From an optimization exercise on the open Yosys and OpenROAD flow, aimed at small area; shortcuts taken in it are not production practice. RTL that was checked went through simulation tests only; none was proved equivalent to the original. Power is estimated from default activity; no workload was simulated.

Setup of the reference run:
Design remessagizer, start of the top module:
module remessagizer
  ( CLK, RESET,
    packet, packetValid,
    message, messageValid );
   input               CLK;
   input               RESET;
   input [7:0]         packet;
   input               packetValid;
   output [7:0]        message;
   output reg          messageValid;
   localparam R    = 210;         
   localparam D    = 4;           
   localparam S    = 32;          
   localparam NTAP = (R + S - 1) / S;
   reg [2:0]           hp;       
   reg                 indata;   
   reg [3:0]           prem;     
   reg [7:0]           mrem;     
   wire                dbyte  = packetValid & indata;
   wire                hbyte  = packetValid & ~indata & (hp == 3'd4) & (mrem == 8'd0);
   wire                wr     = dbyte | hbyte;           
   wire                done   = dbyte & (mrem == 8'd1);   
   always @(posedge CLK) begin
      if (RESET)
        mrem <= 8'd0;
      else if (hbyte)
        mrem <= packet;
      else if (dbyte)
        mrem <= mrem - 8'd1;
   end
   always @(posedge CLK) begin
      if (RESET | ~packetValid) begin
         hp <= 3'd0;
         indata <= 1'b0;
      end else if (~indata) begin
         hp <= hp + 3'd1;
         if (hp == 3'd5)
           prem <= packet[3:0];
         if (hp == 3'd7)
           indata <= 1'b1;
      end else begin
         prem <= prem - 4'd1;
         if (prem == 4'd1) begin
            indata <= 1'b0;
            hp <= 3'd4;
         end
      end
   end
   reg [8*D-1:0]       dl;
   reg [D-1:0]         f;
   reg [D-1:0]         dd;       
   wire [8*D-1:0]      age;
   wire [D-1:0]        pend;
   assign age  = {dl[8*D-1:8], packet};
   assign pend = {f[D-1:1], wr};
   reg [7:0]           p_w;      
   wire                portok = (p_w % D == 0);
   wire                wnow   = portok & (pend != 0);
  ...
Size in the first run: roughly 2700 cells after synthesis.
==> module remessagizer, before the edit <==
module remessagizer
  ( CLK, RESET,
    packet, packetValid,
    message, messageValid );
   input               CLK;
   input               RESET;
   input [7:0]         packet;
   input               packetValid;
   output [7:0]        message;
   output reg          messageValid;
   localparam R    = 210;         
   localparam D    = 4;           
   localparam S    = 32;          
   localparam NTAP = (R + S - 1) / S;
   reg [2:0]           hp;       
   reg                 indata;   
   reg [3:0]           prem;     
   reg [7:0]           mrem;     
   wire                dbyte  = packetValid & indata;
   wire                hbyte  = packetValid & ~indata & (hp == 3'd4) & (mrem == 8'd0);
   wire                wr     = dbyte | hbyte;           
   wire                done   = dbyte & (mrem == 8'd1);   
   always @(posedge CLK) begin
      if (RESET)
        mrem <= 8'd0;
      else if (hbyte)
        mrem <= packet;
      else if (dbyte)
        mrem <= mrem - 8'd1;
   end
   always @(posedge CLK) begin
      if (RESET | ~packetValid) begin
         hp <= 3'd0;
         indata <= 1'b0;
      end else if (~indata) begin
         hp <= hp + 3'd1;
         if (hp == 3'd5)
           prem <= packet[3:0];
         if (hp == 3'd7)
           indata <= 1'b1;
      end else begin
         prem <= prem - 4'd1;
         if (prem == 4'd1) begin
            indata <= 1'b0;
            hp <= 3'd4;
         end
      end
   end
   reg [8*D-1:0]       dl;
   reg [D-1:0]         f;
   reg [D-1:0]         dd;       
   wire [8*D-1:0]      age;
   wire [D-1:0]        pend;
   assign age  = {dl[8*D-1:8], packet};
   assign pend = {f[D-1:1], wr};
   reg [7:0]           p_w;      
   wire                portok = (p_w % D == 0);
   wire                wnow   = portok & (pend != 0);
   wire [7:0]          pa = 8'd1 << p_w[7:5];
   wire [7:0]          pb = {8{wnow}} & (8'd1 << p_w[4:2]);
   reg [D-1:0]         sel;      
   reg [7:0]           wdata;
   integer             i;
   always @* begin
      sel = 0;
      for (i = 0; i < D; i = i + 1)
        if (pend[i])
          sel = 1 << i;
      wdata = 8'd0;
      for (i = 0; i < D; i = i + 1)
        wdata = wdata | (age[8*i +: 8] & {8{sel[i]}});
   end
   always @(posedge CLK) begin
      dl[8*D-1:8] <= age[8*D-9:0];
      f[D-1:1] <= pend[D-2:0] & ~(sel[D-2:0] & {(D-1){wnow}});
      dd[D-1:1] <= {dd[D-2:1], done};
      if (RESET) begin
         f[D-1:1] <= 0;
         dd[D-1:1] <= 0;
      end
   end
   reg [7:0]           h;        
   reg [4:0]           cnt;      
   reg [7:0]           drem;     
   wire [7:0]          tapno   = h / S;
   wire                attap   = (h % S == 0);
   wire                start   = ~messageValid & (cnt != 5'd0) & attap;
   wire                consume = start | messageValid;
   wire                sweep   = (p_w <= h);    
   reg [8*R-1:0]       ring;
   wire [8*R-1:0]      ring_t;   
   wire [8*NTAP-1:0]   tapv;
   wire [7:0]          tapval = tapv[8*tapno +: 8];
   assign message = messageValid ? tapval : 8'd0;
   genvar j;
   generate
      for (j = 0; j < R; j = j + 1) begin : st
         localparam P   = (j + R - 1) % R;       
         localparam INV = ((P / D) % 2 == 1);    
         wire [7:0] prev = ring_t[8*P +: 8];
         assign ring_t[8*j +: 8] = ring[8*j +: 8] ^ {8{INV}};
         if (P % D == 0) begin : port
            wire       clr;
            if (P % S == 0) begin : tap
               if (P == 0)
                 assign clr = (consume & (tapno == 0)) | sweep;
               else
                 assign clr = consume & (tapno == P / S);
               assign tapv[8*(P/S) +: 8] = prev;
            end else begin : notap
               assign clr = 1'b0;
            end
            wire       we = pa[P/32] & pb[(P/D)%8];
            wire [7:0] nxt = (prev & {8{~clr}}) | (wdata & {8{we}});
            always @(posedge CLK)
              ring[8*j +: 8] <= nxt ^ {8{INV}};
         end else begin : plain
            always @(posedge CLK)
              ring[8*j +: 8] <= ring[8*P +: 8];
         end
      end
   endgenerate
   always @(posedge CLK) begin
      if (RESET) begin
         messageValid <= 1'b0;
         cnt <= 5'd0;
         p_w <= 8'd0;
         h <= 8'd0;
      end else begin
         cnt <= cnt + {4'd0, dd[D-1]} - {4'd0, start};
         if (start) begin
            drem <= tapval;
            messageValid <= 1'b1;
         end else if (messageValid) begin
            drem <= drem - 8'd1;
            if (drem == 8'd1)
              messageValid <= 1'b0;
         end
         if (~wnow)
           p_w <= (p_w == R - 1) ? 8'd0 : p_w + 8'd1;
         if (~consume)
           h <= (h == R - 1) ? 8'd0 : h + 8'd1;
      end
   end
endmodule
clock: 10.0 ns
lec_check: 0
cap_margin: 20
core_margin: 10
core_utilization: 40
cts_buf_list: sky130_fd_sc_hd__clkbuf_8
cts_cluster_diameter: 70
cts_cluster_size: 19
slew_margin: 20
run.sh (not shown) runs the stock make flow with config.mk's settings and CLKGATE_MAP_FILE= SYNTH_SCRIPT=/design/flow/synth_recipe.tcl, a recipe that flattens the netlist after the stock synthesis.
Modified inputs, the trial run compared to the reference run
--- a/flow/design.v
+++ b/flow/design.v
@@ -13,9 +13,8 @@
    localparam S    = 32;          
    localparam NTAP = (R + S - 1) / S;
    reg [2:0]           hp;       
    reg                 indata;   
-   reg [3:0]           prem;     
    reg [7:0]           mrem;     
    wire                dbyte  = packetValid & indata;
    wire                hbyte  = packetValid & ~indata & (hp == 3'd4) & (mrem == 8'd0);
    wire                wr     = dbyte | hbyte;           
@@ -33,18 +32,13 @@
          hp <= 3'd0;
          indata <= 1'b0;
       end else if (~indata) begin
          hp <= hp + 3'd1;
-         if (hp == 3'd5)
-           prem <= packet[3:0];
          if (hp == 3'd7)
            indata <= 1'b1;
-      end else begin
-         prem <= prem - 4'd1;
-         if (prem == 4'd1) begin
-            indata <= 1'b0;
-            hp <= 3'd4;
-         end
+      end else if (mrem == 8'd1) begin
+         indata <= 1'b0;
+         hp <= 3'd4;
       end
    end
    reg [8*D-1:0]       dl;
    reg [D-1:0]         f;
==> run notes <==
Cmp the trial run vs the reference run: via count of the routed design higher in the trial run. Summary of the comparison: proportion of cell area occupied by multi-input gates is higher in the trial run, relative to the reference run. Changes observed in the trial run relative to the reference run: starting density of the core flat; area after synthesis up about 0.7%. STATUS worst setup slack: the trial run loses against the reference run. Comparing the trial run with the reference run, the power share of the sequential group came out essentially unchanged. On the trial run: switching component of the power is about 1.1% lower than what the reference run gave. Comparing the trial run with the reference run, the relative contribution of combinational cells to total power came out essentially unchanged. In the reports for the trial run and the reference run, the larger count of multi-input combinational gates belongs to the reference run. Between the trial run and the reference run, met2 global-route usage is lower for the reference run, the trial run comes in above that. Diff the trial run..the reference run | total power of the final layout | negligible. The trial run has sequential share of layout area below what the reference run had.
The RTL of the trial run was laid out without a check of its function.

==> afterwards: timing with drivers on the ports <==
The flow's constraints put no driver on any port. The routed layouts listed below were extracted and timed again, unchanged, in two steps.
Step 1 sets driving cells, clkbuf_16 on the clock port and buf_2 on the other inputs (assumed; they add their load-dependent delay and slew).
Step 2 also shifts input and output timing later by t, the mid clock arrival at the registers, as if the neighbouring blocks saw the same clock.
Three values: ideal, step 1, step 2; two values: the first two.
run | shift t [ns] | setup slack, ns | latest minus earliest clock arrival (ns)
the reference run | 0.799 | 4.654 / 4.592 / 5.331 | 0.078 / 0.077
the trial run | 0.796 | 4.082 / 4.019 / 4.638 | 0.043 / 0.043
After both steps every run listed still meets setup and hold.
